Context: an optimization exercise on an open-source flow, tuned for small area, a short achievable clock period and few clock cycles. The choices shown serve that exercise and are no tape-out recipe.
At most, simulation tests tie the RTL to the original design; equivalence was not proved.
Only the layout flow was run in run 1; the RTL was not checked for function there.

<file path="config.mk">
export PLATFORM = sky130hd
export DESIGN_NAME = alu_add
export DESIGN_NICKNAME = alu_add
export VERILOG_FILES = /design/flow/design.v
export SDC_FILE = /design/flow/constraint.sdc
export NUM_CORES = 4
export LEC_CHECK = 0
export CAP_MARGIN = 20
export CORE_MARGIN = 2
export CORE_UTILIZATION = 40
export SETUP_SLACK_MARGIN = 2
export SLEW_MARGIN = 20
</file>
<file path="constraint.sdc">
create_clock -name core_clock -period 10.0 [get_ports {clk_i}]
set_input_delay 2.0000 -clock core_clock [delete_from_list [all_inputs] [get_ports {clk_i}]]
set_output_delay 2.0000 -clock core_clock [all_outputs]
set_load 0.01 [all_outputs]
</file>
<file path="design.v">
package calc_pkg;
    typedef struct packed {
        logic on;
        logic off;
        logic mem_rc;
        logic mem_sub;
        logic mem_add;
        logic op_percent;
        logic op_sqrt;
        logic op_div;
        logic op_mul;
        logic op_sub;
        logic op_add;
        logic op_eq;
        logic dot;
        logic num_1;
        logic num_2;
        logic num_3;
        logic num_4;
        logic num_5;
        logic num_6;
        logic num_7;
        logic num_8;
        logic num_9;
        logic num_0;
    } buttons_t;
    typedef enum logic [4:0] {
        B_NONE,          
        B_ON,            
        B_OFF,           
        B_MEM_RC,        
        B_MEM_SUB,       
        B_MEM_ADD,       
        B_OP_PERCENT,    
        B_OP_SQRT,       
        B_OP_DIV,        
        B_OP_MUL,        
        B_OP_SUB,        
        B_OP_ADD,        
        B_OP_EQ,         
        B_DOT,           
        B_NUM_1,         
        B_NUM_2,         
        B_NUM_3,         
        B_NUM_4,         
        B_NUM_5,         
        B_NUM_6,         
        B_NUM_7,         
        B_NUM_8,         
        B_NUM_9,         
        B_NUM_0,         
        B_UNKNOWN        
    } active_button_t;
    function automatic logic isNumberButton(active_button_t active_button);
        isNumberButton = ((active_button >= calc_pkg::B_NUM_1) && (active_button <= calc_pkg::B_NUM_0));
    endfunction
    function automatic logic isOpButton(active_button_t active_button);
        isOpButton = ((active_button >= calc_pkg::B_OP_DIV) && (active_button <= calc_pkg::B_OP_ADD));
    endfunction
    function automatic logic isEqButton(active_button_t active_button);
        isEqButton = (active_button == calc_pkg::B_OP_EQ);
    endfunction
    function automatic logic isDotButton(active_button_t active_button);
        isDotButton = (active_button == calc_pkg::B_DOT);
    endfunction
    typedef logic [3:0] bcd_t;
    function automatic logic [6:0] bcd2segments(bcd_t bcd);
        unique case (bcd)
            4'd0: bcd2segments = 7'b1111110;
            4'd1: bcd2segments = 7'b0110000;
            4'd2: bcd2segments = 7'b1101101;
            4'd3: bcd2segments = 7'b1111001;
            4'd4: bcd2segments = 7'b0110011;
            4'd5: bcd2segments = 7'b1011011;
            4'd6: bcd2segments = 7'b1011111;
            4'd7: bcd2segments = 7'b1110000;
            4'd8: bcd2segments = 7'b1111111;
            4'd9: bcd2segments = 7'b1111011;
            default: bcd2segments = 7'bxxxxxxx;
        endcase
    endfunction
    typedef enum logic [1:0] {
        OP_NONE,
        OP_ADD,
        OP_MUL,
        OP_DIV
    } op_t;
    function automatic op_t button2op(active_button_t active_button);
        unique case (active_button)
            calc_pkg::B_OP_DIV: button2op = calc_pkg::OP_DIV;
            calc_pkg::B_OP_MUL: button2op = calc_pkg::OP_MUL;
            calc_pkg::B_OP_SUB: button2op = calc_pkg::OP_ADD;
            calc_pkg::B_OP_ADD: button2op = calc_pkg::OP_ADD;
            default: button2op = calc_pkg::OP_NONE;
        endcase
    endfunction
    function automatic bcd_t button2bcd(active_button_t active_button);
        unique case (active_button)
            calc_pkg::B_NUM_1: button2bcd = 1;
            calc_pkg::B_NUM_2: button2bcd = 2;
            calc_pkg::B_NUM_3: button2bcd = 3;
            calc_pkg::B_NUM_4: button2bcd = 4;
            calc_pkg::B_NUM_5: button2bcd = 5;
            calc_pkg::B_NUM_6: button2bcd = 6;
            calc_pkg::B_NUM_7: button2bcd = 7;
            calc_pkg::B_NUM_8: button2bcd = 8;
            calc_pkg::B_NUM_9: button2bcd = 9;
            calc_pkg::B_NUM_0: button2bcd = 0;
            default: button2bcd = 0;
        endcase
    endfunction
    parameter NumDigits = 8;
    typedef logic unsigned [$clog2(NumDigits)-1:0] exponent_t;
    typedef struct packed {
        logic error;
        logic sign;
        exponent_t exponent;
        bcd_t [NumDigits-1:0] significand;
    } num_t;
    function automatic num_t neg(num_t num);
        neg = num;
        neg.sign = !num.sign;
    endfunction
endpackage
module alu_add (
    input   logic           clk_i,
    input   logic           rst_i,
    input   logic [36:0]    left_i,      
    input   logic [36:0]    right_i,     
    output  logic           in_ready_o,
    input   logic           in_valid_i,
    output  logic [36:0]    result_o,    
    input   logic           out_ready_i,
    output  logic           out_valid_o
);
function automatic logic [3:0] c9(input logic [3:0] y, input logic en);
    c9 = {en ? ~(y[3] | y[2] | y[1]) : y[3], y[2] ^ (en & y[1]), y[1], y[0] ^ en};
endfunction
function automatic logic [3:0] dinc(input logic [3:0] r, input logic c);
    dinc = c ? {(r[3] & ~r[0]) | (r[2] & r[1] & r[0]), r[2] ^ (r[1] & r[0]), (r[1] ^ r[0]) & ~r[3], ~r[0]} : r;
endfunction
logic [31:0] sa, sb, big, sml, sml_sh;
logic [2:0]  ea, eb, er, d;
logic        ga, gb, a_ge, g_big, g_sml, sub;
assign sa = left_i[31:0];
assign sb = right_i[31:0];
assign ea = left_i[34:32];
assign eb = right_i[34:32];
assign ga = left_i[35];
assign gb = right_i[35];
assign a_ge   = (ea >= eb);
assign d      = a_ge ? (ea - eb) : (eb - ea);
assign er     = a_ge ? ea : eb;
assign big    = a_ge ? sa : sb;
assign sml    = a_ge ? sb : sa;
assign g_big  = a_ge ? ga : gb;
assign g_sml  = a_ge ? gb : ga;
assign sub    = ga ^ gb;
assign sml_sh = sml >> {d, 2'b00};
logic [3:0] r0 [8];
logic [4:0] z  [8];
logic [3:0] xk [8];
logic [3:0] xh [8];
logic [4:0] xc [8];
logic [7:0] g, p;
always_comb begin
    for (int i = 0; i < 8; i++) begin
        xk[i] = big[4*i +: 4] & c9(sml_sh[4*i +: 4], sub);
        xh[i] = big[4*i +: 4] ^ c9(sml_sh[4*i +: 4], sub);
        xc[i][0] = 1'b0;
        xc[i][1] = xk[i][0];
        xc[i][2] = xk[i][1] | (xh[i][1] & xk[i][0]);
        xc[i][3] = xk[i][2] | (xh[i][2] & xk[i][1]) | (xh[i][2] & xh[i][1] & xk[i][0]);
        xc[i][4] = xk[i][3] | (xh[i][3] & xk[i][2]) | (xh[i][3] & xh[i][2] & xk[i][1])
                 | (xh[i][3] & xh[i][2] & xh[i][1] & xk[i][0]);
        z[i] = {xc[i][4], xh[i] ^ xc[i][3:0]};
        g[i] = z[i][4] | (z[i][3] & (z[i][2] | z[i][1]));
        p[i] = ~z[i][4] & z[i][3] & ~z[i][2] & ~z[i][1] & z[i][0];
        r0[i] = g[i] ? {z[i][3] ^ (z[i][2] | z[i][1]), ~(z[i][2] ^ z[i][1]), ~z[i][1], z[i][0]} : z[i][3:0];
    end
end
logic [8:0] c0, c1;
logic [7:0] gg [4];
logic [7:0] pp [4];
always_comb begin
    gg[0] = g; pp[0] = p;
    for (int l = 0; l < 3; l++) begin
        for (int i = 0; i < 8; i++) begin
            if (i >= (1 << l)) begin
                gg[l+1][i] = gg[l][i] | (pp[l][i] & gg[l][i - (1 << l)]);
                pp[l+1][i] = pp[l][i] & pp[l][i - (1 << l)];
            end else begin
                gg[l+1][i] = gg[l][i];
                pp[l+1][i] = pp[l][i];
            end
        end
    end
    c0[0] = 1'b0;
    c1[0] = 1'b1;
    for (int i = 0; i < 8; i++) begin
        c0[i+1] = gg[3][i];
        c1[i+1] = gg[3][i] | pp[3][i];
    end
end
logic        cy, inc;
logic [31:0] s;
assign cy  = c0[8];
assign inc = sub & cy;
always_comb
    for (int i = 0; i < 8; i++)
        s[4*i +: 4] = dinc(r0[i], c0[i] | (inc & c1[i]));
logic        valid_q;
logic [31:0] s_q;
logic [2:0]  er_q;
logic        sgn_q, cy_q, sub_q;
assign in_ready_o  = !valid_q || out_ready_i;
assign out_valid_o = valid_q;
always_ff @(posedge clk_i) begin
    if (rst_i)
        valid_q <= 1'b0;
    else if (in_ready_o)
        valid_q <= in_valid_i;
end
always_ff @(posedge clk_i) begin
    if (in_ready_o) begin
        s_q   <= s;
        er_q  <= er;
        sgn_q <= sub ? (cy ? g_big : g_sml) : ga;
        cy_q  <= cy;
        sub_q <= sub;
    end
end
logic        neg, shr;
logic [7:0]  zd;         
logic [8:1]  kt;         
logic [7:0]  lzt;        
logic [2:0]  k;
logic [31:0] h4, h2, h1, m;
logic [3:0]  fill;
assign neg  = sub_q & ~cy_q;
assign shr  = ~sub_q & cy_q;
assign fill = {neg, 2'b00, neg};
always_comb begin
    for (int i = 0; i < 8; i++)
        zd[i] = (s_q[4*i +: 4] == fill);
    lzt[0] = 1'b1;
    for (int j = 1; j <= 7; j++) begin
        lzt[j] = lzt[j-1] & zd[8-j];
        kt[j] = lzt[j] && (er_q >= 3'(j));
    end
    kt[8] = 1'b0;
    k[2] = kt[4];
    k[1] = kt[6] | (kt[2] & ~kt[4]);
    k[0] = kt[7] | (kt[5] & ~kt[6]) | (kt[3] & ~kt[4]) | (kt[1] & ~kt[2]);
    h4 = k[2] ? {s_q[15:0], {4{fill}}} : s_q;
    h2 = k[1] ? {h4[23:0], {2{fill}}} : h4;
    h1 = k[0] ? {h2[27:0], fill} : h2;
    for (int i = 0; i < 8; i++)
        m[4*i +: 4] = c9(h1[4*i +: 4], neg);
end
assign result_o = shr ? {er_q == 3'd7, sgn_q, er_q + 3'd1, 4'd1, s_q[31:4]}
                      : {1'b0, sgn_q & ~(&zd), er_q - k, m};
endmodule
</file>
<file path="flow/run.sh">
#!/bin/bash
# Standard ORFS layout, with ports buffered by buf_1 cells instead of clkdlybuf4s50_1.
set -euo pipefail
bash standard.sh 'BUFFER_PORTS_ARGS=-buffer_cell sky130_fd_sc_hd__buf_1' finish > standard.log 2>&1
</file>
<file path="standard.sh">
#!/bin/bash
# synth_recipe.tcl (not shown) runs the flow's synth.tcl, then flattens the netlist and writes it again
# the make line also repeats each setting of config.mk as NAME=value (left out here)
make -C /OpenROAD-flow-scripts/flow DESIGN_CONFIG=/design/flow/config.mk WORK_HOME=/design/flow/orfs CLKGATE_MAP_FILE= SYNTH_SCRIPT=/design/flow/synth_recipe.tcl "${@:-finish}"
</file>
==> results.json, run 1 <==
{
  "r2r.worst_path.cells": 1,
  "core_um2": 20300,
  "post-dp-hpwl_um": 19500,
  "drive_gt1_frac": 0.144,
  "yosysWarnings": 8,
  "dr.pass1.iters": 5,
  "antenna_found_initial": 0,
  "pre_cts_ws_ns": 1.42,
  "clock_sinks": 39,
  "path_max_fanout": 9,
  "ys_types": 88,
  "synth_edf_count": 38,
  "io_pins": 117,
  "cts.reportedPaths.clkPinSlew_ns": 0.06,
  "async_flop_share": 0,
  "fin_crit_ns": 7.75,
  "track_usage": 0.221,
  "avgRoutedWirePerCell_um": 17.9,
  "maxCapViolations": 0,
  "n_antenna_cell": 0,
  "yosys_most_used_dff": "edfxtp_1",
  "status": "no timing/DRC/antenna violations",
  "worst_ep_arrival_time_ns": 7.78,
  "vias": 8005,
  "critPathKind": "input pin to register",
  "grt_pass1_vias": 7520,
  "maxSlewViolCount": 0,
  "io_buffers": 114,
  "grt_pass1_wl_um": 39000,
  "yosysMostFrequentCell": "mux2i_1",
  "synth_common_cells": "99 x mux2i_1, 91 x nor2_1, 83 x nand2_1",
  "vias_per_cell": 5.83,
  "finalWorstSetupSlack_ns": 2.25,
  "syn_area_um2": 8310,
  "clock_latency_ns": 0.28,
  "final_nets": 1253,
  "rsz0062_at_grt": "no",
  "timing.setup.tns_ns": 0,
  "numCtsBuffers": 5,
  "ys_seq_elements": 39,
  "cts_tree": "built",
  "post-route-util": 0.464,
  "syn2layout_area_growth_pct": 13.3,
  "startpoint_type": "input pin",
  "rows": 52,
  "grt_start_max_net_pins": 46,
  "fin_crit_sh": 0.775,
  "whs_path_depth": 2,
  "synth.top_cells.by_area": "edfxtp_1 14%, mux2i_1 12%, ha_1 9.5%, xnor2_1 5.2%, mux2_2 5.0%",
  "routed_wl_um": 24600,
  "fmax_ghz": 0.129,
  "synth_fp_nets": 1153,
  "die_h_um": 148,
  "crit_required_ns": 10.02,
  "setup_viol": 0,
  "first_iter_violations": 592,
  "max_slew_margin": 0.363,
  "worstSetupEndpointType": "register",
  "gp_congestion": 0.942,
  "h-tree-depth": 2,
  "hp-class": "register to register",
  "dieWidth_um": 148,
  "synth_cells": 1003,
  "drc": 0,
  "synth_area_per_cell_um2": 8.28,
  "die-area_um2": 21900,
  "synth_top_cell_by_area": "edfxtp_1",
  "final_hold_viol_count": 0,
  "fill_cells": 2057,
  "cts-root-buf": "clkbuf_16",
  "worst_slew_pin_slew_ns": 0.948,
  "yosys.area.top_type_share": 0.137,
  "grt-ovfl-total": 0,
  "fin_skew_ns": 0.00821,
  "synth_seq_area_share": 0.140,
  "antenna_left": 0,
  "cts_buffer_depth": 2,
  "start_util": 0.409
}
-- layout by cell type (no fill, tap or decap), drive strengths merged, types with 6 or more instances in the layout --
cell type / synthesis / layout
o21ai: 62 / 62
fa: 9 / 9
nor2b: 9 / 9
nand4: 6 / 6
nor4: 12 / 12
nor2: 91 / 91
mux2i: 99 / 99
and2: 8 / 8
a31oi: 12 / 12
nor3: 24 / 24
or3: 9 / 9
a21o: 19 / 19
mux2: 41 / 42
xor2: 22 / 22
nand2: 83 / 83
buf: 17 / 140
ha: 63 / 63
nand2b: 9 / 9
a211oi: 16 / 16
and3: 13 / 13
or2: 7 / 7
xnor2: 49 / 49
mux4: 18 / 18
edfxtp: 38 / 38
a21oi: 72 / 72
inv: 53 / 53
nand3: 22 / 22
-- what timing repair did --
action	4_1_cts	5_1_grt
setup buffers	4	7
resized for setup	6	35
hold buffers	0	0
hold endpoints to repair	0	0
cloned	1	2
endpoints found under the setup margin	19	33
pin swaps	1	4
-- layer usage --
layer | GRT usage | up-vias | routed length [um]
met4 | 0.0424 | 0 | 432
met5 | 0 | - | 0
li1 | - | 3922 | -
met3 | 0.0328 | 42 | 1710
met1 | 0.307 | 3749 | 11100
met2 | 0.368 | 292 | 11400
-- metrics by stage --
stage / hold WS, ns / cells / cell area, um^2
4_1_cts: 1.22 / 1365 / 9170
2_1_floorplan: 1.48 / 1003 / 8310
6_report: 1.17 / 1374 / 9410
3_3_place_gp: 1.18 / 1352 / 8960
3_5_place_dp: 1.22 / 1352 / 8960
5_1_grt: 1.33 / 1374 / 9410
-- critical path: stages --
cell and delay (ns):
buf_1 0.06, inv_1 0.04, ha_1 0.43, a21o_1 0.26
a31o_4 0.22, buf_4 0.24, mux2i_2 0.35, mux2i_1 0.14
mux2i_1 0.28, nor2_1 0.10, xnor2_1 0.19, ha_1 0.20
inv_1 0.06, fa_1 0.43, xor2_1 0.27, nand3_1 0.12
nor3b_1 0.48, nand3_1 0.34, a311oi_2 0.50, nand4b_1 0.26
a21oi_1 0.28, or2_1 0.18, mux2_1 0.32
-- sequential cells by signal, indices dropped and copies added (netlist names) --
signal,cells
s_q,32
er_q,3
cy_q,1
sgn_q,1
sub_q,1
valid_q,1
-- layout make-up --
type                    instances  area [um^2]  share of cell area
multi-input cells             861         6920               0.736
flip-flops and latches         39         1160               0.123
repair buffers                140          631              0.0670
well taps                     270          338              0.0359
inverters                      56          210              0.0223
clock buffers                   5          125              0.0133
clock inverters                 3         20.0             0.00213
-- kinds of logic after synthesis --
| logic type | synth area share |
|---|---|
| AND/OR/NAND/NOR | 0.185 |
| buffers and inverters | 0.0542 |
| multiplexers | 0.224 |
| adder cells (fa/ha/maj) | 0.117 |
| flip-flops | 0.140 |
| AO/OA/AOI/OAI | 0.205 |
| XOR/XNOR | 0.0749 |
-- path summary, 6_finish.rpt --
check                                to         from  slack, ns
worst max-delay path            s_q[21]  right_i[34]       2.25
worst min-delay path            valid_q      valid_q       1.17
worst max register to register  s_q[20]      valid_q       8.61
worst min register to register  valid_q      valid_q       1.17
==> inputs of run 2 (changes only) <==
--- a/design.v
+++ b/design.v
@@ -140,4 +140,18 @@
     dinc = c ? {(r[3] & ~r[0]) | (r[2] & r[1] & r[0]), r[2] ^ (r[1] & r[0]), (r[1] ^ r[0]) & ~r[3], ~r[0]} : r;
 endfunction
+logic v1_q, v2_q, en1, en2;
+assign en2         = !v2_q || out_ready_i;
+assign en1         = !v1_q || en2;
+assign in_ready_o  = en1;
+assign out_valid_o = v2_q;
+always_ff @(posedge clk_i) begin
+    if (rst_i) begin
+        v1_q <= 1'b0;
+        v2_q <= 1'b0;
+    end else begin
+        if (en1) v1_q <= in_valid_i;
+        if (en2) v2_q <= v1_q;
+    end
+end
 logic [31:0] sa, sb, big, sml, sml_sh;
 logic [2:0]  ea, eb, er, d;
@@ -158,10 +172,8 @@
 assign sub    = ga ^ gb;
 assign sml_sh = sml >> {d, 2'b00};
-logic [3:0] r0 [8];
 logic [4:0] z  [8];
 logic [3:0] xk [8];
 logic [3:0] xh [8];
 logic [4:0] xc [8];
-logic [7:0] g, p;
 always_comb begin
     for (int i = 0; i < 8; i++) begin
@@ -175,7 +187,26 @@
                  | (xh[i][3] & xh[i][2] & xh[i][1] & xk[i][0]);
         z[i] = {xc[i][4], xh[i] ^ xc[i][3:0]};
-        g[i] = z[i][4] | (z[i][3] & (z[i][2] | z[i][1]));
-        p[i] = ~z[i][4] & z[i][3] & ~z[i][2] & ~z[i][1] & z[i][0];
-        r0[i] = g[i] ? {z[i][3] ^ (z[i][2] | z[i][1]), ~(z[i][2] ^ z[i][1]), ~z[i][1], z[i][0]} : z[i][3:0];
+    end
+end
+logic [4:0] z_q [8];
+logic [2:0] er_q;
+logic       sub_q, gbig_q, gsml_q;
+always_ff @(posedge clk_i) begin
+    if (en1) begin
+        for (int i = 0; i < 8; i++) z_q[i] <= z[i];
+        er_q   <= er;
+        sub_q  <= sub;
+        gbig_q <= g_big;
+        gsml_q <= g_sml;
+    end
+end
+logic [3:0] r0 [8];
+logic [7:0] g, p;
+always_comb begin
+    for (int i = 0; i < 8; i++) begin
+        g[i] = z_q[i][4] | (z_q[i][3] & (z_q[i][2] | z_q[i][1]));
+        p[i] = ~z_q[i][4] & z_q[i][3] & ~z_q[i][2] & ~z_q[i][1] & z_q[i][0];
+        r0[i] = g[i] ? {z_q[i][3] ^ (z_q[i][2] | z_q[i][1]), ~(z_q[i][2] ^ z_q[i][1]), ~z_q[i][1], z_q[i][0]}
+                     : z_q[i][3:0];
     end
 end
@@ -203,45 +234,23 @@
     end
 end
-logic        cy, inc;
+logic        cy, inc, neg, shr;
 logic [31:0] s;
 assign cy  = c0[8];
-assign inc = sub & cy;
+assign inc = sub_q & cy;
+assign neg = sub_q & ~cy;
+assign shr = ~sub_q & cy;
 always_comb
     for (int i = 0; i < 8; i++)
         s[4*i +: 4] = dinc(r0[i], c0[i] | (inc & c1[i]));
-logic        valid_q;
-logic [31:0] s_q;
-logic [2:0]  er_q;
-logic        sgn_q, cy_q, sub_q;
-assign in_ready_o  = !valid_q || out_ready_i;
-assign out_valid_o = valid_q;
-always_ff @(posedge clk_i) begin
-    if (rst_i)
-        valid_q <= 1'b0;
-    else if (in_ready_o)
-        valid_q <= in_valid_i;
-end
-always_ff @(posedge clk_i) begin
-    if (in_ready_o) begin
-        s_q   <= s;
-        er_q  <= er;
-        sgn_q <= sub ? (cy ? g_big : g_sml) : ga;
-        cy_q  <= cy;
-        sub_q <= sub;
-    end
-end
-logic        neg, shr;
 logic [7:0]  zd;         
+logic [7:0]  lzt;        
 logic [8:1]  kt;         
-logic [7:0]  lzt;        
 logic [2:0]  k;
 logic [31:0] h4, h2, h1, m;
 logic [3:0]  fill;
-assign neg  = sub_q & ~cy_q;
-assign shr  = ~sub_q & cy_q;
 assign fill = {neg, 2'b00, neg};
 always_comb begin
     for (int i = 0; i < 8; i++)
-        zd[i] = (s_q[4*i +: 4] == fill);
+        zd[i] = (s[4*i +: 4] == fill);
     lzt[0] = 1'b1;
     for (int j = 1; j <= 7; j++) begin
@@ -253,5 +262,5 @@
     k[1] = kt[6] | (kt[2] & ~kt[4]);
     k[0] = kt[7] | (kt[5] & ~kt[6]) | (kt[3] & ~kt[4]) | (kt[1] & ~kt[2]);
-    h4 = k[2] ? {s_q[15:0], {4{fill}}} : s_q;
+    h4 = k[2] ? {s[15:0], {4{fill}}} : s;
     h2 = k[1] ? {h4[23:0], {2{fill}}} : h4;
     h1 = k[0] ? {h2[27:0], fill} : h2;
@@ -259,5 +268,10 @@
         m[4*i +: 4] = c9(h1[4*i +: 4], neg);
 end
-assign result_o = shr ? {er_q == 3'd7, sgn_q, er_q + 3'd1, 4'd1, s_q[31:4]}
-                      : {1'b0, sgn_q & ~(&zd), er_q - k, m};
+logic [36:0] res;
+assign res = shr ? {er_q == 3'd7, gbig_q, er_q + 3'd1, 4'd1, s[31:4]}
+                 : {1'b0, (neg ? gsml_q : gbig_q) & ~(&zd), er_q - k, m};
+logic [36:0] r2_q;
+always_ff @(posedge clk_i)
+    if (en2) r2_q <= res;
+assign result_o = r2_q;
 endmodule
--- a/config.mk
+++ b/config.mk
@@ -9,4 +9,4 @@
 export CORE_MARGIN = 2
 export CORE_UTILIZATION = 40
-export SETUP_SLACK_MARGIN = 2
+export SETUP_SLACK_MARGIN = 3
 export SLEW_MARGIN = 20
==> run 2 against run 1 <==
Still clean; global-route usage shrank 1.0 points; flip-flop and latch count grew 46; core utilization shrank 1.2 points; cell count grew 11%; critical path depth shrank 5; wire length grew 10%; synthesized area grew 19%; fmax grew 18%; setup slack gained 1.2 ns; die area grew 19%; clock-buffer cell count grew 4.
==> results.json, run 2 <==
{
  "status": "no timing/DRC/antenna violations",
  "largest_register_ff_count": 40,
  "synth_fp_nets": 1267,
  "grt_pass1_vias": 8021,
  "cts.reportedPaths.clkPinSlew_ns": 0.06,
  "yosysWarnings": 9,
  "avgRoutedWirePerCell_um": 17.7,
  "cts_tree": "built",
  "clock_latency_ns": 0.36,
  "synth_top_cell_by_area": "edfxtp_1",
  "track_usage": 0.211,
  "fin_crit_sh": 0.660,
  "cp-startpoint": "left_i[32]",
  "path_max_fanout": 60,
  "grt_start_max_net_pins": 61,
  "fin_skew_ns": 0.0107,
  "final_common_cell": "mux2i_1",
  "yosysMostFrequentCell": "mux2i_1",
  "maxSlewViolCount": 0,
  "rows": 57,
  "startpoint_type": "input pin",
  "synth.top_cells.by_area": "edfxtp_1 25%, mux2i_1 12%, ha_1 8.0%, mux2_2 6.8%, xnor2_1 4.2%",
  "die-area_um2": 26000,
  "cp_common_cell": "buf_4",
  "slowest_stage": "buf_4",
  "grt-ovfl-total": 0,
  "reg2reg_from": "z_q[0][1]",
  "cts_buffer_depth": 2,
  "final_cell_mix": "118 x mux2i_1, 114 x buf_1, 103 x nand2_1, 83 x edfxtp_1, 75 x nor2_1",
  "dr.pass1.iters": 5,
  "grt_pass1_wl_um": 43500,
  "ys_seq_elements": 85,
  "vias": 8564,
  "synth_seq_area_share": 0.256,
  "yosys_most_used_dff": "edfxtp_1",
  "clock_sinks": 85,
  "gp_congestion": 0.946,
  "drc": 0,
  "final_hold_viol_count": 0,
  "post-route-util": 0.452,
  "cts_setup_buffers": 0,
  "syn2layout_area_growth_pct": 10.9,
  "worst_slew_pin_slew_ns": 1.09,
  "synth_edf_count": 83,
  "fill_cells": 2443,
  "hp-start": "v1_q",
  "cts-root-buf": "clkbuf_16",
  "worst_ep_arrival_time_ns": 6.70,
  "async_flop_share": 0,
  "max_slew_margin": 0.274,
  "numCtsBuffers": 9,
  "fin_crit_ns": 6.60,
  "setup_viol": 0,
  "yosys.area.top_type_share": 0.252,
  "crit_chain": "buf_1 -> inv_1 -> ha_1 -> buf_4 -> o21ai_0 -> nand2b_1 -> a21oi_4 -> buf_4 -> mux2i_2 -> buf_4 -> nor2_1 -> a22o_1 -> o21ai_0 -> nor2_1 -> xnor2_1 -> ha_1 -> a21oi_1 -> xnor2_1",
  "crit_required_ns": 10.10,
  "fmax_ghz": 0.152,
  "maxCapViolations": 0,
  "synth_cells": 1115,
  "start_util": 0.407,
  "finalWorstSetupSlack_ns": 3.40,
  "critPathKind": "input pin to register",
  "final_nets": 1351,
  "first_iter_violations": 424,
  "n_antenna_cell": 0,
  "rsz0062_at_grt": "no",
  "io_pins": 117,
  "drive_gt1_frac": 0.105,
  "h-tree-depth": 3,
  "vias_per_cell": 5.60,
  "regMostFlops": "z_q",
  "worstSetupEndpointType": "register",
  "synth_common_cells": "120 x mux2i_1, 104 x nand2_1, 83 x edfxtp_1",
  "antenna_left": 0,
  "ys_types": 87,
  "slowest_delay_ns": 0.71,
  "post-dp-hpwl_um": 21200,
  "routed_wl_um": 27100,
  "io_buffers": 114,
  "core_um2": 24300,
  "cts_resized": 0,
  "cts_hold_buf": 0,
  "pre_cts_ws_ns": 2.99,
  "antenna_found_initial": 0,
  "timing.setup.tns_ns": 0,
  "synth_area_per_cell_um2": 8.88,
  "syn_area_um2": 9900,
  "die_h_um": 161,
  "hp-class": "register to register",
  "largest_registers": "z_q (40), r2_q (37), er_q (3)",
  "dieWidth_um": 161
}
## run 2: area by class of cell
class | instances | area (um^2) | area share
Clock inverter | 7 | 97.6 | 0.00889
Timing Repair Buffer | 128 | 533 | 0.0485
Sequential cell | 85 | 2530 | 0.231
Inverter | 74 | 280 | 0.0255
Clock buffer | 9 | 225 | 0.0205
Tap cell | 324 | 405 | 0.0369
Multi-Input combinational cell | 901 | 6910 | 0.629
## run 2: kinds of logic after synthesis
kind of cell	share of synthesized area
xor+xnor	0.0628
flops	0.256
mux	0.190
compound gates	0.179
buf+inv	0.0514
fa+ha+maj	0.103
simple gates	0.158
## run 2: per-stage QoR
stage	hold slack, ns	cells	cell area, um^2
2_1_floorplan	0.463	1115	9900
3_3_place_gp	0.496	1512	10600
3_5_place_dp	0.511	1512	10600
4_1_cts	0.522	1528	11000
5_1_grt	0.541	1528	11000
6_report	0.521	1528	11000
## run 2: critical path, delay by kind of cell
kind / cells / cell delay [ns]
xor gates and xnor gates: 2 / 0.26
AOI/OAI and AO/OA: 5 / 1.71
buffers and inverters: 5 / 1.49
muxes: 1 / 0.28
adders and majority gates: 2 / 0.59
and+or+nand+nor: 3 / 0.31
## run 2: path summary, 6_finish.rpt
path	to	slack, ns	depth (start not counted)
min	v2_q	0.52	2
max	z_q[1][3]	3.40	18
max reg2reg	r2_q[14]	3.44	19
min reg2reg	v2_q	0.52	2
## run 2: per-layer routing
metal,share of wire,GRT usage
met4,0.034,0.0950
met5,0,0
met3,0.045,0.0159
met1,0.47,0.289
met2,0.45,0.340
Testbench counts of run 2, summed over its fixed seeds: cycles 3,216.
==> inputs of run 3 (changes only) <==
--- a/config.mk
+++ b/config.mk
@@ -9,4 +9,4 @@
 export CORE_MARGIN = 2
 export CORE_UTILIZATION = 40
-export SETUP_SLACK_MARGIN = 3
+export SETUP_SLACK_MARGIN = 4.5
 export SLEW_MARGIN = 20
==> run 3 against run 2 <==
First-iteration DRC count is 43% higher; clock-buffer cell count stayed put; flip-flop and latch count stayed put; critical path depth is 2 higher; clock skew is 0.00058 ns higher; critical path type is now register to register; die area stayed put; cell count is 3.1% higher; wire length is 4.9% higher; register-to-register slack better by 1.2 ns; fmax is 23% higher.
==> results.json, run 3 <==
{
  "status": "no timing/DRC/antenna violations",
  "async_flop_share": 0,
  "synth_top_cell_by_area": "edfxtp_1",
  "final_cell_mix": "114 x buf_1, 102 x nand2_1, 98 x mux2i_1, 83 x edfxtp_1, 71 x inv_1",
  "cts_hold_buf": 0,
  "final_nets": 1399,
  "clock_latency_ns": 0.36,
  "clock_sinks": 85,
  "antenna_found_initial": 0,
  "slowest_stage": "or4_4",
  "synth_seq_area_share": 0.256,
  "ys_types": 87,
  "post-route-util": 0.487,
  "largest_register_ff_count": 40,
  "max_slew_margin": 0.311,
  "core_um2": 24300,
  "post-dp-hpwl_um": 21100,
  "cts_buffer_depth": 2,
  "path_max_fanout": 22,
  "largest_registers": "z_q (40), r2_q (37), er_q (3)",
  "fill_cells": 2326,
  "dr.pass1.iters": 5,
  "routed_wl_um": 28500,
  "grt_pass1_wl_um": 44500,
  "start_util": 0.407,
  "grt-ovfl-total": 0,
  "synth_edf_count": 83,
  "die_h_um": 161,
  "rsz0062_at_grt": "no",
  "die-area_um2": 26000,
  "synth_common_cells": "120 x mux2i_1, 104 x nand2_1, 83 x edfxtp_1",
  "cts-root-buf": "clkbuf_16",
  "yosys.area.top_type_share": 0.252,
  "fin_skew_ns": 0.0112,
  "ys_seq_elements": 85,
  "grt_start_max_net_pins": 48,
  "hp-start": "v1_q",
  "yosysMostFrequentCell": "mux2i_1",
  "gp_congestion": 0.946,
  "maxSlewViolCount": 0,
  "syn2layout_area_growth_pct": 19.7,
  "critPathKind": "register to register",
  "timing.setup.tns_ns": 0,
  "fmax_ghz": 0.186,
  "fin_crit_ns": 5.37,
  "first_iter_violations": 608,
  "synth.top_cells.by_area": "edfxtp_1 25%, mux2i_1 12%, ha_1 8.0%, mux2_2 6.8%, xnor2_1 4.2%",
  "seqCellArea_um2": 2530,
  "numCtsBuffers": 9,
  "vias": 8985,
  "h-tree-depth": 3,
  "slowest_delay_ns": 0.56,
  "drc": 0,
  "final_cell_count_no_fill": 1576,
  "reg2reg_from": "z_q[5][1]",
  "synth_area_per_cell_um2": 8.88,
  "dieWidth_um": 161,
  "final_common_cell": "buf_1",
  "dp_cells": 1513,
  "cts.reportedPaths.clkPinSlew_ns": 0.07,
  "syn_area_um2": 9900,
  "synth_fp_nets": 1267,
  "rows": 57,
  "worst_slew_pin_slew_ns": 1.03,
  "regMostFlops": "z_q",
  "maxCapViolations": 0,
  "cts_tree": "built",
  "worstSetupEndpointType": "register",
  "io_pins": 117,
  "io_buffers": 114,
  "startpoint_type": "register",
  "multiInputGateArea_um2": 7350,
  "avgRoutedWirePerCell_um": 18.1,
  "antenna_left": 0,
  "final_hold_viol_count": 0,
  "yosys_most_used_dff": "edfxtp_1",
  "drive_gt1_frac": 0.185,
  "cp-startpoint": "z_q[5][1]",
  "setup_viol": 0,
  "crit_chain": "inv_1 -> ha_1 -> inv_1 -> ha_1 -> nor2_4 -> o21a_4 -> o31ai_4 -> buf_6 -> a21o_4 -> buf_6 -> a21oi_4 -> mux2i_2 -> o311ai_4 -> or4_4 -> a2111oi_4 -> a211o_4 -> mux2i_4 -> mux2i_2 -> o311a_1 -> a211o_1",
  "worst_ep_arrival_time_ns": 5.48,
  "crit_required_ns": 10.10,
  "hp-class": "register to register",
  "synth_cells": 1115,
  "track_usage": 0.215,
  "fin_crit_sh": 0.537,
  "n_antenna_cell": 0,
  "grt_pass1_vias": 8205,
  "yosysWarnings": 9,
  "vias_per_cell": 5.70
}
run 3: per-stage QoR:
stage | hold WS [ns] | setup WS [ns] | instance area [um^2]
floorplan | 0.463 | 4.51 | 9900
global placement | 0.494 | 3.16 | 10600
detailed placement | 0.517 | 3.06 | 10600
CTS | 0.529 | 4.47 | 11300
global route | 0.553 | 4.45 | 11800
finish | 0.523 | 4.63 | 11800
run 3: path summary, 6_finish.rpt:
kind | to | slack, ns | depth (start not counted)
max | r2_q[14] | 4.63 | 20
min | v2_q | 0.52 | 2
max reg2reg | r2_q[14] | 4.63 | 20
min reg2reg | v2_q | 0.52 | 2
run 3: layout make-up:
class                      instances  share of cell area
clock inverter                     7             0.00623
inverter                          74              0.0241
sequential                        85               0.214
tap                              324              0.0342
clock buffer                       9              0.0190
timing repair buffer             175              0.0826
multi-input combinational        902               0.620
run 3: critical path, delay by kind of cell, from the launching register on:
family / cells / cell delay [ns]
AOI/OAI and AO/OA: 9 / 2.19
adders and majority gates: 2 / 0.35
buffers and inverters: 4 / 0.50
muxes: 3 / 0.79
DFF: 1 / 0.47
and+or+nand+nor: 2 / 0.78
run 3: routing by layer:
metal	wire, um	track usage	up-vias
met5	0	0	-
met4	992	0.0869	0
met3	1500	0.0226	55
met2	13300	0.353	323
met1	12700	0.289	4190
li1	-	-	4417
run 3: logic make-up (layout without fill, tap and decap cells):
group / after synthesis / count (layout) / synth area share
DFF: 85 / 85 / 0.256
muxes: 180 / 180 / 0.190
and+or+nand+nor: 320 / 320 / 0.158
buffers and inverters: 129 / 265 / 0.0514
xor gates and xnor gates: 71 / 71 / 0.0628
adders and majority gates: 75 / 75 / 0.103
AOI/OAI and AO/OA: 255 / 256 / 0.179
run 3: repair_timing:
action / 4_1_cts / 5_1_grt
cloned: 2 / 1
pin swaps: 6 / 15
setup buffers: 11 / 33
setup endpoints to repair: 69 / 55
gates resized for setup: 53 / 60
==> inputs of run 4 (changes only) <==
--- a/config.mk
+++ b/config.mk
@@ -9,4 +9,4 @@
 export CORE_MARGIN = 2
 export CORE_UTILIZATION = 40
-export SETUP_SLACK_MARGIN = 4.5
+export SETUP_SLACK_MARGIN = 5
 export SLEW_MARGIN = 20
==> run 4 against run 3 <==
Cell count increased by 4.9%; register-to-register slack improved by 0.26 ns; worst hold slack got worse by 0.0095 ns; first-iteration DRC count increased by 7.7%; die area unchanged; non-clock buffer count increased by 74; setup slack improved by 0.26 ns; largest cell class unchanged; highest routed layer unchanged.
==> results.json, run 4 <==
{
  "synth_common_cells": "120 x mux2i_1, 104 x nand2_1, 83 x edfxtp_1",
  "worstSetupEndpointType": "register",
  "cts-root-buf": "clkbuf_16",
  "track_usage": 0.224,
  "setup_viol": 0,
  "async_flop_share": 0,
  "grt_start_max_net_pins": 48,
  "maxCapViolations": 0,
  "drc": 0,
  "maxSlewViolCount": 0,
  "critPathKind": "register to register",
  "rsz0062_at_grt": "yes",
  "dr.pass1.iters": 5,
  "io_buffers": 114,
  "cp_top_family": "simple AND/OR/NAND/NOR gates",
  "final_cell_mix": "110 x buf_1, 98 x nand2_1, 95 x buf_4, 83 x edfxtp_1, 82 x mux2i_1",
  "post-dp-hpwl_um": 20600,
  "ys_types": 87,
  "hp-class": "register to register",
  "final_common_cell": "buf_1",
  "first_iter_violations": 655,
  "grt_pass1_vias": 8766,
  "h-tree-depth": 3,
  "yosysMostFrequentCell": "mux2i_1",
  "worst_slew_pin_slew_ns": 1.17,
  "fmax_ghz": 0.195,
  "drive_gt1_frac": 0.308,
  "slowest_stage": "or4_4",
  "synth_top_cell_by_area": "edfxtp_1",
  "gp_congestion": 0.933,
  "worst_ep_arrival_time_ns": 5.20,
  "start_util": 0.407,
  "synth_cells": 1115,
  "synth.top_cells.by_area": "edfxtp_1 25%, mux2i_1 12%, ha_1 8.0%, mux2_2 6.8%, xnor2_1 4.2%",
  "yosysWarnings": 9,
  "n_antenna_cell": 0,
  "synth_edf_count": 83,
  "dieWidth_um": 161,
  "clock_latency_ns": 0.36,
  "max_slew_margin": 0.213,
  "antenna_left": 0,
  "crit_required_ns": 10.09,
  "avgRoutedWirePerCell_um": 19.1,
  "ys_seq_elements": 85,
  "fin_crit_sh": 0.512,
  "crit_chain": "buf_4 -> nor4_1 -> and3_4 -> a21oi_4 -> o31ai_4 -> mux2i_2 -> o31ai_4 -> or4_4 -> a2111oi_4 -> a211o_4 -> buf_12 -> clkinv_16 -> buf_12 -> or4_4 -> nand3_2 -> xnor2_1 -> o22ai_1",
  "syn2layout_area_growth_pct": 36.0,
  "io_pins": 117,
  "worst-path-buf-inv": 4,
  "grt_pass1_wl_um": 46300,
  "yosys_most_used_dff": "edfxtp_1",
  "yosys.area.top_type_share": 0.252,
  "core_um2": 24300,
  "syn_area_um2": 9900,
  "routed_wl_um": 31600,
  "cts.reportedPaths.clkPinSlew_ns": 0.07,
  "status": "no timing/DRC/antenna violations",
  "fin_skew_ns": 0.00579,
  "cts_hold_buf": 0,
  "cts_tree": "built",
  "die-area_um2": 26000,
  "numCtsBuffers": 9,
  "synth_fp_nets": 1267,
  "largest_registers": "z_q (40), r2_q (37), er_q (3)",
  "final_hold_viol_count": 0,
  "clock_sinks": 85,
  "synth_area_per_cell_um2": 8.88,
  "regMostFlops": "z_q",
  "grt-ovfl-total": 0,
  "cts_buffer_depth": 2,
  "fin_crit_ns": 5.12,
  "synth_seq_area_share": 0.256,
  "slowest_delay_ns": 0.60,
  "rows": 57,
  "final_nets": 1477,
  "startpoint_type": "register",
  "largest_register_ff_count": 40,
  "die_h_um": 161,
  "vias_per_cell": 5.86,
  "vias": 9699,
  "timing.setup.tns_ns": 0,
  "path_max_fanout": 7,
  "antenna_found_initial": 0
}
==> run 4: cell counts after synthesis <==
Identical to the previous run, type by type.
==> run 4: tightest hold or removal path, stage by stage (launching register included) <==
cell     delay (ns)
dfxtp_1        0.33
nor2_1         0.10
nor2_1         0.04
==> run 4: through the flow <==
step                utilization  setup WS (ns)  instance area [um^2]  cells  hold slack, ns
floorplan                     -           5.00                 10100   1115           0.484
global placement          0.440           3.03                 10700   1512           0.495
detailed placement        0.440           2.91                 10700   1512           0.515
CTS                       0.507           5.00                 12300   1600           0.525
global route              0.553           4.75                 13500   1654           0.569
finish                    0.553           4.88                 13500   1654           0.514
==> run 4: path summary, 6_finish.rpt <==
kind,startpoint,to,slack (ns),depth (start not counted)
worst min register to register,v1_q,v2_q,0.51,2
worst max register to register,z_q[6][1],r2_q[10],4.88,17
worst min-delay path,v1_q,v2_q,0.51,2
worst max-delay path,z_q[6][1],r2_q[10],4.88,17
==> run 4: layout make-up <==
type | count | area (um^2)
Tap cell | 324 | 405
Clock inverter | 7 | 72.6
Multi-Input combinational cell | 905 | 8020
Inverter | 74 | 318
Fill cell | 2099 | 10900
Sequential cell | 85 | 2530
Timing Repair inverter | 1 | 11.3
Timing Repair Buffer | 249 | 1880
Clock buffer | 9 | 225
==> run 4: logic make-up (layout without fill, tap and decap cells) <==
kind of cell | after synthesis | in the layout | synth area share
and+or+nand+nor | 320 | 321 | 0.158
AOI/OAI and AO/OA | 255 | 257 | 0.179
muxes | 180 | 180 | 0.190
buffers and inverters | 129 | 340 | 0.0514
DFF | 85 | 85 | 0.256
adders and majority gates | 75 | 75 | 0.103
xor gates and xnor gates | 71 | 72 | 0.0628
==> run 4: layer usage <==
metal / routed length [um] / global-route usage / part of all wire
met1: 13200 / 0.292 / 0.42
met3: 2350 / 0.0342 / 0.074
met5: 0 / 0 / 0
met4: 1560 / 0.106 / 0.049
met2: 14500 / 0.367 / 0.46
==> run 4: what timing repair did <==
item | in CTS | in global routing
gates cloned | 11 | 3
pin swaps | 25 | 52
buffers inserted | 61 | 51
resized for setup | 117 | 152
endpoints found under the setup margin | 72 | 56
==> inputs of run 5 (changes only) <==
--- a/config.mk
+++ b/config.mk
@@ -6,7 +6,8 @@
 export NUM_CORES = 4
 export LEC_CHECK = 0
+export ABC_AREA = 1
 export CAP_MARGIN = 20
 export CORE_MARGIN = 2
 export CORE_UTILIZATION = 40
-export SETUP_SLACK_MARGIN = 5
+export SETUP_SLACK_MARGIN = 4
 export SLEW_MARGIN = 20
==> run 5 against run 4 <==
Still clean; core utilization down 10 points; register-to-register slack worse by 0.40 ns; non-clock buffer count down 117; critical path depth up 4; synthesized area up 3.2%; worst hold slack worse by 0.054 ns; sequential share of layout area up 3.6 points; largest cell class unchanged.
==> results.json, run 5 <==
{
  "cts.reportedPaths.clkPinSlew_ns": 0.06,
  "track_usage": 0.211,
  "antenna_left": 0,
  "drc": 0,
  "yosysMostFrequentCell": "nand2_1",
  "hp-class": "register to register",
  "cts_hold_buf": 0,
  "critPathKind": "input pin to register",
  "clock_latency_ns": 0.36,
  "r2r_slack_ns": 4.48,
  "path_max_fanout": 45,
  "fin_crit_ns": 5.65,
  "maxCapViolations": 0,
  "synth_edf_count": 83,
  "status": "no timing/DRC/antenna violations",
  "final_cell_mix": "574 x nand2_1, 207 x inv_1, 167 x o21ai_0, 141 x nand3_1, 114 x buf_1",
  "yosysWarnings": 9,
  "r2r-end": "r2_q[34]",
  "timing.setup.tns_ns": 0,
  "yosys.area.top_type_share": 0.244,
  "worst_ep_arrival_time_ns": 5.75,
  "start_util": 0.407,
  "maxSlewViolCount": 0,
  "io_buffers": 114,
  "n_antenna_cell": 0,
  "synth_common_cells": "574 x nand2_1, 209 x inv_1, 170 x o21ai_0",
  "core_um2": 25100,
  "vias": 10100,
  "max_slew_margin": 0.261,
  "reg2reg_from": "z_q[0][1]",
  "final_nets": 1839,
  "cts_tree": "built",
  "fmax_ghz": 0.177,
  "startpoint_type": "input pin",
  "numCtsBuffers": 9,
  "worstSetupEndpointType": "register",
  "post-route-util": 0.451,
  "crit_required_ns": 10.10,
  "first_iter_violations": 616,
  "die_h_um": 164,
  "rsz0062_at_grt": "no",
  "cts-root-buf": "clkbuf_16",
  "dr.pass1.iters": 5,
  "synth_top_cell_by_area": "edfxtp_1",
  "grt_start_max_net_pins": 88,
  "rows": 58,
  "synth_seq_area_share": 0.248,
  "r2r.worst_path.cells": 28,
  "syn2layout_area_growth_pct": 10.8,
  "largest_registers": "z_q (40), r2_q (37), er_q (3)",
  "die-area_um2": 26800,
  "cts_buffer_depth": 2,
  "drive_gt1_frac": 0.0573,
  "vias_per_cell": 5.01,
  "setup_viol": 0,
  "fill_cells": 2762,
  "h-tree-depth": 3,
  "regMostFlops": "z_q",
  "worst_slew_pin_slew_ns": 1.11,
  "syn_area_um2": 10200,
  "cp-startpoint": "left_i[32]",
  "ys_types": 51,
  "ys_seq_elements": 85,
  "grt_pass1_vias": 9035,
  "final_common_cell": "nand2_1",
  "antenna_found_initial": 0,
  "yosys_most_used_dff": "edfxtp_1",
  "fin_skew_ns": 0.0130,
  "final_hold_viol_count": 0,
  "crit_end": "z_q[2][2]",
  "synth_fp_nets": 1758,
  "synth_area_per_cell_um2": 6.36,
  "synth.top_cells.by_area": "edfxtp_1 24%, nand2_1 21%, o21ai_0 8.3%, ha_1 7.7%, inv_1 7.7%",
  "fin_crit_sh": 0.565,
  "clock_sinks": 85,
  "avgRoutedWirePerCell_um": 14.1,
  "post-dp-hpwl_um": 22600,
  "grt-ovfl-total": 0,
  "synth_cells": 1606,
  "async_flop_share": 0,
  "routed_wl_um": 28400,
  "largest_register_ff_count": 40,
  "gp_congestion": 0.927,
  "grt_pass1_wl_um": 44900,
  "dieWidth_um": 164,
  "io_pins": 117
}
-- run 5: changes by cell type in the layout (fill, tap and decap cells not counted), moves of 19 or more --
cell,delta
nand2_1,+476
inv_1,+147
nand3_1,+117
buf_4,-79
mux2_2,-55
o21ai_0,+134
a31oi_1,-21
xnor2_1,-31
mux2i_2,-21
mux2i_1,-79
nor3_1,-19
-- run 5: routing by layer --
layer / wire (um) / track usage
met5: 0 / 0
met4: 1190 / 0.102
met1: 12900 / 0.280
met3: 1250 / 0.0199
met2: 13000 / 0.345
-- run 5: how the worst min path moves through the flow --
stage	from	to	slack, ns	depth (start not counted)
2_1_floorplan	v1_q	v2_q	0.42	2
3_3_place_gp	v1_q	v2_q	0.45	2
3_5_place_dp	v1_q	v2_q	0.46	2
4_1_cts	v1_q	v2_q	0.46	2
5_1_grt	v1_q	v2_q	0.48	2
6_report	v1_q	v2_q	0.46	2
-- run 5: per-stage QoR --
stage               instance area, um^2  hold slack, ns  cells  setup slack (ns)
global route                      11300           0.482   2022              4.03
global placement                  10900           0.449   1996              3.58
floorplan                         10200           0.425   1606              4.71
finish                            11300           0.460   2022              4.35
CTS                               11200           0.464   2012              4.12
detailed placement                10900           0.455   1996              3.43
-- run 5: kinds of logic after synthesis --
group,after synthesis,share of synthesized area
compound gates,262,0.140
simple gates,842,0.353
mux,4,0.00404
flops,85,0.248
fa+ha+maj,74,0.0987
buf+inv,287,0.112
xor+xnor,52,0.0446
-- run 5: worst max-delay path: stages --
cell and delay (ns):
buf_1 0.13, inv_1 0.06, ha_1 0.28, buf_4 0.24, nand3_1 0.14, nand3_2 0.23
clkinv_1 0.12, buf_6 0.26, nand2_1 0.10, nand2_1 0.11, xor2_2 0.13, buf_4 0.33
clkinvlp_2 0.36, buf_4 0.23, nand2_1 0.05, nand2_1 0.06, xor2_1 0.15, ha_1 0.19
inv_1 0.06, fa_1 0.37, xnor2_1 0.14
-- run 5: final cells by class --
type	instances	area [um^2]	share of cell area
clock buffers	9	225	0.0199
clock inverters	7	96.3	0.00851
inverters	221	837	0.0739
multi-input cells	1236	6630	0.585
flip-flops and latches	85	2530	0.224
well taps	330	413	0.0365
repair buffers	132	579	0.0512
repair inverters	2	10.0	0.000884
-- run 5: what timing repair did --
| action | in CTS | in global routing |
|---|---|---|
| setup buffers | 0 | 6 |
| pin swaps | 0 | 2 |
| endpoints found under the setup margin | 4 | 18 |
| cloned | 0 | 4 |
| gates resized for setup | 6 | 9 |
==> inputs of run 6 (changes only) <==
--- a/config.mk
+++ b/config.mk
@@ -10,4 +10,4 @@
 export CORE_MARGIN = 2
 export CORE_UTILIZATION = 40
-export SETUP_SLACK_MARGIN = 4
+export SETUP_SLACK_MARGIN = 4.5
 export SLEW_MARGIN = 20
==> run 6 against run 5 <==
Clock-buffer cell count stayed put; cell count increased by 0.45%; flip-flop and latch count did not move; die area unchanged; largest cell class unchanged; highest routed layer unchanged.
==> results.json, run 6 <==
{
  "async_flop_share": 0,
  "synth.top_cells.by_area": "edfxtp_1 24%, nand2_1 21%, o21ai_0 8.3%, ha_1 7.7%, inv_1 7.7%",
  "seqCellArea_um2": 2530,
  "cp_common_cell": "nand2_1",
  "synth_fp_nets": 1758,
  "yosys_most_used_dff": "edfxtp_1",
  "cts_buffer_depth": 2,
  "startpoint_type": "input pin",
  "synth_common_cells": "574 x nand2_1, 209 x inv_1, 170 x o21ai_0",
  "die_h_um": 164,
  "rows": 58,
  "syn2layout_area_growth_pct": 12.7,
  "antenna_left": 0,
  "hold_slack_ns": 0.460,
  "timing.setup.tns_ns": 0,
  "grt_pass1_vias": 9097,
  "worstSetupEndpointType": "register",
  "final_common_cell": "nand2_1",
  "final_nets": 1848,
  "io_buffers": 114,
  "gp_congestion": 0.927,
  "track_usage": 0.213,
  "cp_top_family": "buffers and inverters",
  "cts_tree": "built",
  "regMostFlops": "z_q",
  "max_slew_margin": 0.276,
  "start_util": 0.407,
  "synth_seq_area_share": 0.248,
  "multiInputGateArea_um2": 6720,
  "slowest_delay_ns": 0.32,
  "die-area_um2": 26800,
  "dr.pass1.iters": 8,
  "n_antenna_cell": 0,
  "vias_per_cell": 5.09,
  "fin_crit_ns": 5.29,
  "syn_area_um2": 10200,
  "synth_top_cell_by_area": "edfxtp_1",
  "drc": 0,
  "hp-class": "register to register",
  "setup_viol": 0,
  "fin_skew_ns": 0.00983,
  "cts_hold_buf": 0,
  "crit_required_ns": 10.11,
  "dieWidth_um": 164,
  "worst-path-buf-inv": 8,
  "largest_registers": "z_q (40), r2_q (37), er_q (3)",
  "io_pins": 117,
  "numCtsBuffers": 9,
  "final_cell_mix": "574 x nand2_1, 206 x inv_1, 163 x o21ai_0, 141 x nand3_1, 114 x buf_1",
  "grt_start_max_net_pins": 88,
  "worst_slew_pin_slew_ns": 1.08,
  "post-dp-hpwl_um": 22600,
  "synth_cells": 1606,
  "fmax_ghz": 0.189,
  "fin_crit_sh": 0.529,
  "path_max_fanout": 45,
  "fill_cells": 2742,
  "antenna_found_initial": 0,
  "final_hold_viol_count": 0,
  "critPathKind": "input pin to register",
  "synth_edf_count": 83,
  "yosys.area.top_type_share": 0.244,
  "ys_seq_elements": 85,
  "clock_sinks": 85,
  "core_um2": 25100,
  "routed_wl_um": 29500,
  "h-tree-depth": 3,
  "yosysMostFrequentCell": "nand2_1",
  "slowest_stage": "ha_1",
  "ys_types": 51,
  "crit_chain": "buf_1 -> inv_1 -> ha_1 -> buf_12 -> nand3_1 -> nand3_4 -> clkinv_1 -> buf_12 -> nand2_1 -> nand2_1 -> xor2_2 -> buf_12 -> clkinvlp_4 -> buf_4 -> nor2_1 -> nand2_1 -> xnor2_1 -> ha_1 -> a21oi_1 -> nand2_1 -> a21o_1",
  "grt-ovfl-total": 0,
  "cts-root-buf": "clkbuf_16",
  "clock_latency_ns": 0.35,
  "first_iter_violations": 691,
  "worst_ep_arrival_time_ns": 5.40,
  "drive_gt1_frac": 0.0653,
  "status": "no timing/DRC/antenna violations",
  "largest_register_ff_count": 40,
  "rsz0062_at_grt": "yes",
  "maxSlewViolCount": 0,
  "cts.reportedPaths.clkPinSlew_ns": 0.06,
  "vias": 10300,
  "synth_area_per_cell_um2": 6.36,
  "avgRoutedWirePerCell_um": 14.5,
  "grt_pass1_wl_um": 45300,
  "maxCapViolations": 0,
  "yosysWarnings": 9
}
==> run 6: stage by stage <==
stage | cells | worst slack (ns) | instance area (um^2) | util
floorplan | 1606 | 4.71 | 10200 | -
global placement | 1996 | 3.58 | 10900 | 0.432
CTS | 2015 | 4.47 | 11300 | 0.449
global route | 2031 | 4.44 | 11500 | 0.459
detailed placement | 1996 | 3.43 | 10900 | 0.432
finish | 2031 | 4.71 | 11500 | 0.459
==> run 6: final cells by class <==
type                            count  share of cell area
Multi-Input combinational cell   1240               0.583
Inverter                          221              0.0727
Clock inverter                      7             0.00837
Timing Repair Buffer              138              0.0597
Sequential cell                    85               0.220
Timing Repair inverter              1            0.000652
Tap cell                          330              0.0359
Clock buffer                        9              0.0196
==> run 6: what timing repair did <==
item,in CTS,in global routing
endpoints found under the setup margin,59,33
resized for setup,18,21
hold endpoints to repair,0,0
pin swaps,0,7
gates cloned,1,7
setup buffers,2,9
==> run 6: cells by family after synthesis <==
| family | synth area share |
|---|---|
| simple gates | 0.353 |
| buf+inv | 0.112 |
| compound gates | 0.140 |
| flops | 0.248 |
| fa+ha+maj | 0.0987 |
| xor+xnor | 0.0446 |
| mux | 0.00404 |
==> run 6: path summary, 6_finish.rpt <==
check,from,end,slack (ns),cells after the start
max reg2reg,z_q[0][1],r2_q[34],4.82,28
min reg2reg,v1_q,v2_q,0.46,2
min,v1_q,v2_q,0.46,2
max,left_i[32],z_q[5][4],4.71,21
==> run 6: layer usage <==
layer	wire [um]	GRT usage
met1	12900	0.279
met2	13600	0.347
met3	1570	0.0225
met4	1420	0.108
met5	0	0
==> run 6: worst min-delay path: cells and delay by family (launching register included) <==
family	cells	cell delay (ns)
flip-flops	1	0.32
buffers and inverters	1	0.05
AO/OA/AOI/OAI	1	0.05
==> inputs of run 7 (changes only) <==
--- a/design.v
+++ b/design.v
@@ -154,7 +154,7 @@
     end
 end
-logic [31:0] sa, sb, big, sml, sml_sh;
-logic [2:0]  ea, eb, er, d;
-logic        ga, gb, a_ge, g_big, g_sml, sub;
+logic [31:0] sa, sb, xa, xb;
+logic [2:0]  ea, eb, er, dab, dba, sha, shb;
+logic        ga, gb, a_lt, sub;
 assign sa = left_i[31:0];
 assign sb = right_i[31:0];
@@ -163,13 +163,13 @@
 assign ga = left_i[35];
 assign gb = right_i[35];
-assign a_ge   = (ea >= eb);
-assign d      = a_ge ? (ea - eb) : (eb - ea);
-assign er     = a_ge ? ea : eb;
-assign big    = a_ge ? sa : sb;
-assign sml    = a_ge ? sb : sa;
-assign g_big  = a_ge ? ga : gb;
-assign g_sml  = a_ge ? gb : ga;
-assign sub    = ga ^ gb;
-assign sml_sh = sml >> {d, 2'b00};
+assign a_lt = (ea < eb);
+assign dab  = ea - eb;
+assign dba  = eb - ea;
+assign sha  = a_lt ? dba : 3'd0;
+assign shb  = a_lt ? 3'd0 : dab;
+assign er   = a_lt ? eb : ea;
+assign sub  = ga ^ gb;
+assign xa   = sa >> {sha, 2'b00};
+assign xb   = sb >> {shb, 2'b00};
 logic [4:0] z  [8];
 logic [3:0] xk [8];
@@ -178,6 +178,6 @@
 always_comb begin
     for (int i = 0; i < 8; i++) begin
-        xk[i] = big[4*i +: 4] & c9(sml_sh[4*i +: 4], sub);
-        xh[i] = big[4*i +: 4] ^ c9(sml_sh[4*i +: 4], sub);
+        xk[i] = xa[4*i +: 4] & c9(xb[4*i +: 4], sub);
+        xh[i] = xa[4*i +: 4] ^ c9(xb[4*i +: 4], sub);
         xc[i][0] = 1'b0;
         xc[i][1] = xk[i][0];
@@ -191,5 +191,5 @@
 logic [4:0] z_q [8];
 logic [2:0] er_q;
-logic       sub_q, gbig_q, gsml_q;
+logic       sub_q, ga_q, gb_q;
 always_ff @(posedge clk_i) begin
     if (en1) begin
@@ -197,6 +197,6 @@
         er_q   <= er;
         sub_q  <= sub;
-        gbig_q <= g_big;
-        gsml_q <= g_sml;
+        ga_q   <= ga;
+        gb_q   <= gb;
     end
 end
@@ -269,6 +269,6 @@
 end
 logic [36:0] res;
-assign res = shr ? {er_q == 3'd7, gbig_q, er_q + 3'd1, 4'd1, s[31:4]}
-                 : {1'b0, (neg ? gsml_q : gbig_q) & ~(&zd), er_q - k, m};
+assign res = shr ? {er_q == 3'd7, ga_q, er_q + 3'd1, 4'd1, s[31:4]}
+                 : {1'b0, (neg ? gb_q : ga_q) & ~(&zd), er_q - k, m};
 logic [36:0] r2_q;
 always_ff @(posedge clk_i)
==> run 7 against run 6 <==
Still clean; sequential share of layout area up 0.23 points; global-route usage increased by 0.15 points; wire length is 3.3% lower; synthesized cell count decreased by 1.4%.
==> results.json, run 7 <==
{
  "status": "no timing/DRC/antenna violations",
  "dieWidth_um": 164,
  "antenna_found_initial": 0,
  "io_buffers": 114,
  "syn2layout_area_growth_pct": 10.9,
  "synth_edf_count": 83,
  "startpoint_type": "input pin",
  "gp_congestion": 0.962,
  "finalWorstSetupSlack_ns": 4.71,
  "maxCapViolations": 0,
  "largest_registers": "z_q (40), r2_q (37), er_q (3)",
  "track_usage": 0.214,
  "synth_cells": 1584,
  "io_pins": 117,
  "largest_register_ff_count": 40,
  "fin_skew_ns": 0.00670,
  "max_slew_margin": 0.358,
  "fmax_ghz": 0.189,
  "grt-ovfl-total": 0,
  "vias_per_cell": 4.99,
  "final_cell_count_no_fill": 2010,
  "hp-class": "register to register",
  "drive_gt1_frac": 0.0798,
  "yosysMostFrequentCell": "nand2_1",
  "fin_crit_ns": 5.29,
  "cp_common_cell": "inv_1",
  "synth.top_cells.by_area": "edfxtp_1 24%, nand2_1 17%, inv_1 8.0%, o21ai_0 7.8%, ha_1 7.7%",
  "dr.pass1.iters": 5,
  "post-route-util": 0.453,
  "first_iter_violations": 661,
  "setup_viol": 0,
  "worst_slew_pin_slew_ns": 0.957,
  "clock_latency_ns": 0.36,
  "die-area_um2": 27000,
  "timing.setup.tns_ns": 0,
  "core_um2": 25200,
  "critPathKind": "input pin to register",
  "post-dp-hpwl_um": 22600,
  "antenna_left": 0,
  "slowest_stage": "fa_1",
  "routed_wl_um": 28500,
  "vias": 10000,
  "final_hold_viol_count": 0,
  "worst_ep_arrival_time_ns": 5.41,
  "rsz0062_at_grt": "yes",
  "drc": 0,
  "cts_buffer_depth": 2,
  "grt_pass1_vias": 8971,
  "cts.reportedPaths.clkPinSlew_ns": 0.06,
  "final_common_cell": "nand2_1",
  "rows": 58,
  "synth_seq_area_share": 0.247,
  "synth_common_cells": "476 x nand2_1, 218 x inv_1, 160 x o21ai_0",
  "slowest_delay_ns": 0.49,
  "ys_seq_elements": 85,
  "die_h_um": 164,
  "async_flop_share": 0,
  "n_antenna_cell": 0,
  "synth_area_per_cell_um2": 6.49,
  "clock_sinks": 85,
  "worstSetupEndpointType": "register",
  "cts-root-buf": "clkbuf_16",
  "grt_start_max_net_pins": 49,
  "yosysWarnings": 9,
  "final_cell_mix": "473 x nand2_1, 212 x inv_1, 150 x o21ai_0, 142 x nand3_1, 114 x buf_1",
  "synth_fp_nets": 1736,
  "final_nets": 1827,
  "cts_hold_buf": 0,
  "dp_cells": 1977,
  "numCtsBuffers": 9,
  "maxSlewViolCount": 0,
  "syn_area_um2": 10300,
  "yosys.area.top_type_share": 0.243,
  "path_max_fanout": 27,
  "fin_crit_sh": 0.529,
  "synth_top_cell_by_area": "edfxtp_1",
  "crit_chain": "buf_1 -> inv_1 -> ha_1 -> a21oi_1 -> and2_2 -> inv_1 -> nand2_4 -> clkinvlp_4 -> buf_4 -> nor2_1 -> a31oi_1 -> o21ai_0 -> xor2_1 -> ha_1 -> inv_1 -> fa_1 -> inv_1",
  "cts_tree": "built",
  "start_util": 0.408,
  "crit_required_ns": 10.12,
  "pre_cts_ws_ns": 3.50,
  "grt_pass1_wl_um": 45800,
  "yosys_most_used_dff": "edfxtp_1",
  "h-tree-depth": 3,
  "ys_types": 50,
  "regMostFlops": "z_q",
  "avgRoutedWirePerCell_um": 14.2
}
run 7: cell count changes in the layout (fill, tap and decap cells not counted), moves of 6 or more:
cell and delta:
clkinvlp_4 +11, inv_1 +6, nand2_1 -101, nor2_1 +38, o21ai_0 -13, o21ai_1 +15
or2_2 +8
run 7: path summary, 6_finish.rpt:
path,startpoint,end,slack (ns),depth (start not counted)
max,right_i[33],z_q[1][1],4.71,17
min,v1_q,v2_q,0.47,2
max reg2reg,z_q[0][1],r2_q[34],4.96,27
min reg2reg,v1_q,v2_q,0.47,2
run 7: final cells by class:
class | count | area, um^2
well taps | 330 | 413
repair inverters | 10 | 67.6
clock inverters | 7 | 72.6
fillers | 2679 | 13800
inverters | 238 | 918
clock buffers | 9 | 225
repair buffers | 129 | 548
multi-input cells | 1202 | 6620
flip-flops and latches | 85 | 2530
run 7: cell families (layout without fill, tap and decap cells):
family / count (synthesis) / count (layout) / share of synthesized area
xor+xnor: 52 / 52 / 0.0443
compound gates: 260 / 260 / 0.138
buf+inv: 298 / 393 / 0.115
flops: 85 / 85 / 0.247
mux: 5 / 5 / 0.00487
simple gates: 810 / 811 / 0.352
fa+ha+maj: 74 / 74 / 0.0982
run 7: per-layer routing:
metal,vias up,track usage,part of all wire
met4,0,0.111,0.050
met3,61,0.0245,0.046
met1,4364,0.272,0.44
met2,296,0.357,0.46
met5,-,0,0
li1,5315,-,-
run 7: through the flow:
| stage | area [um^2] | hold slack (ns) |
|---|---|---|
| after global routing | 11400 | 0.494 |
| after global placement | 10900 | 0.449 |
| final | 11400 | 0.467 |
| after floorplan | 10300 | 0.425 |
| after detailed placement | 10900 | 0.459 |
| after CTS | 11200 | 0.469 |
run 7: repair_timing:
item                                    in CTS  in global routing
endpoints found under the setup margin      28                 31
setup buffers                                0                  6
cloned                                       3                  8
hold endpoints to repair                     0                  0
resized for setup                            9                 33
run 7: worst max-delay path, delay by kind of cell:
kind,cells,cell delay [ns]
compound gates,3,0.51
xor+xnor,1,0.38
fa+ha+maj,3,0.94
buf+inv,7,0.92
simple gates,3,0.64
Testbench counts of run 7, summed over its fixed seeds: cycles 3,216.

[afterwards: timing with drivers on the ports]
How much do the figures lean on ideal ports? The routed layouts below were timed once more, with nothing changed but the port constraints.
Step 1, drivers: a clkbuf_16 drives clk_i and a buf_2 each remaining input, both assumed.
Step 2 moves the port delays by t, midway between the first and last clock arrival at a register: inputs arrive t later, outputs are due t later. That takes back most of the time a late clock gives input paths.
a / b / c = ideal ports / drivers / drivers and shift; a / b = the first two.
run | t, ns | slack for setup (ns) | worst setup path at the end | worst data-port slew with drivers (ns) | cell pins on the clock port's net
run 1 | 0.315 | 2.245 / 2.259 / 1.945 | input to register | 0.04 | 1
run 2 | 0.400 | 3.401 / 3.418 / 3.018 | input to register | 0.04 | 1
run 3 | 0.402 | 4.627 / 4.627 / 4.333 | input to register | 0.05 | 1
run 4 | 0.402 | 4.883 / 4.883 / 4.588 | input to register | 0.05 | 1
run 5 | 0.395 | 4.354 / 4.372 / 3.977 | input to register | 0.04 | 1
run 6 | 0.396 | 4.707 / 4.728 / 4.332 | input to register | 0.04 | 1
run 7 | 0.398 | 4.705 / 4.729 / 4.331 | input to register | 0.03 | 1
After both steps setup and hold are still met in every run listed. For run 2, which loses most, drivers alone change the setup slack by +0.017 ns; drivers and shift together by -0.383 ns.
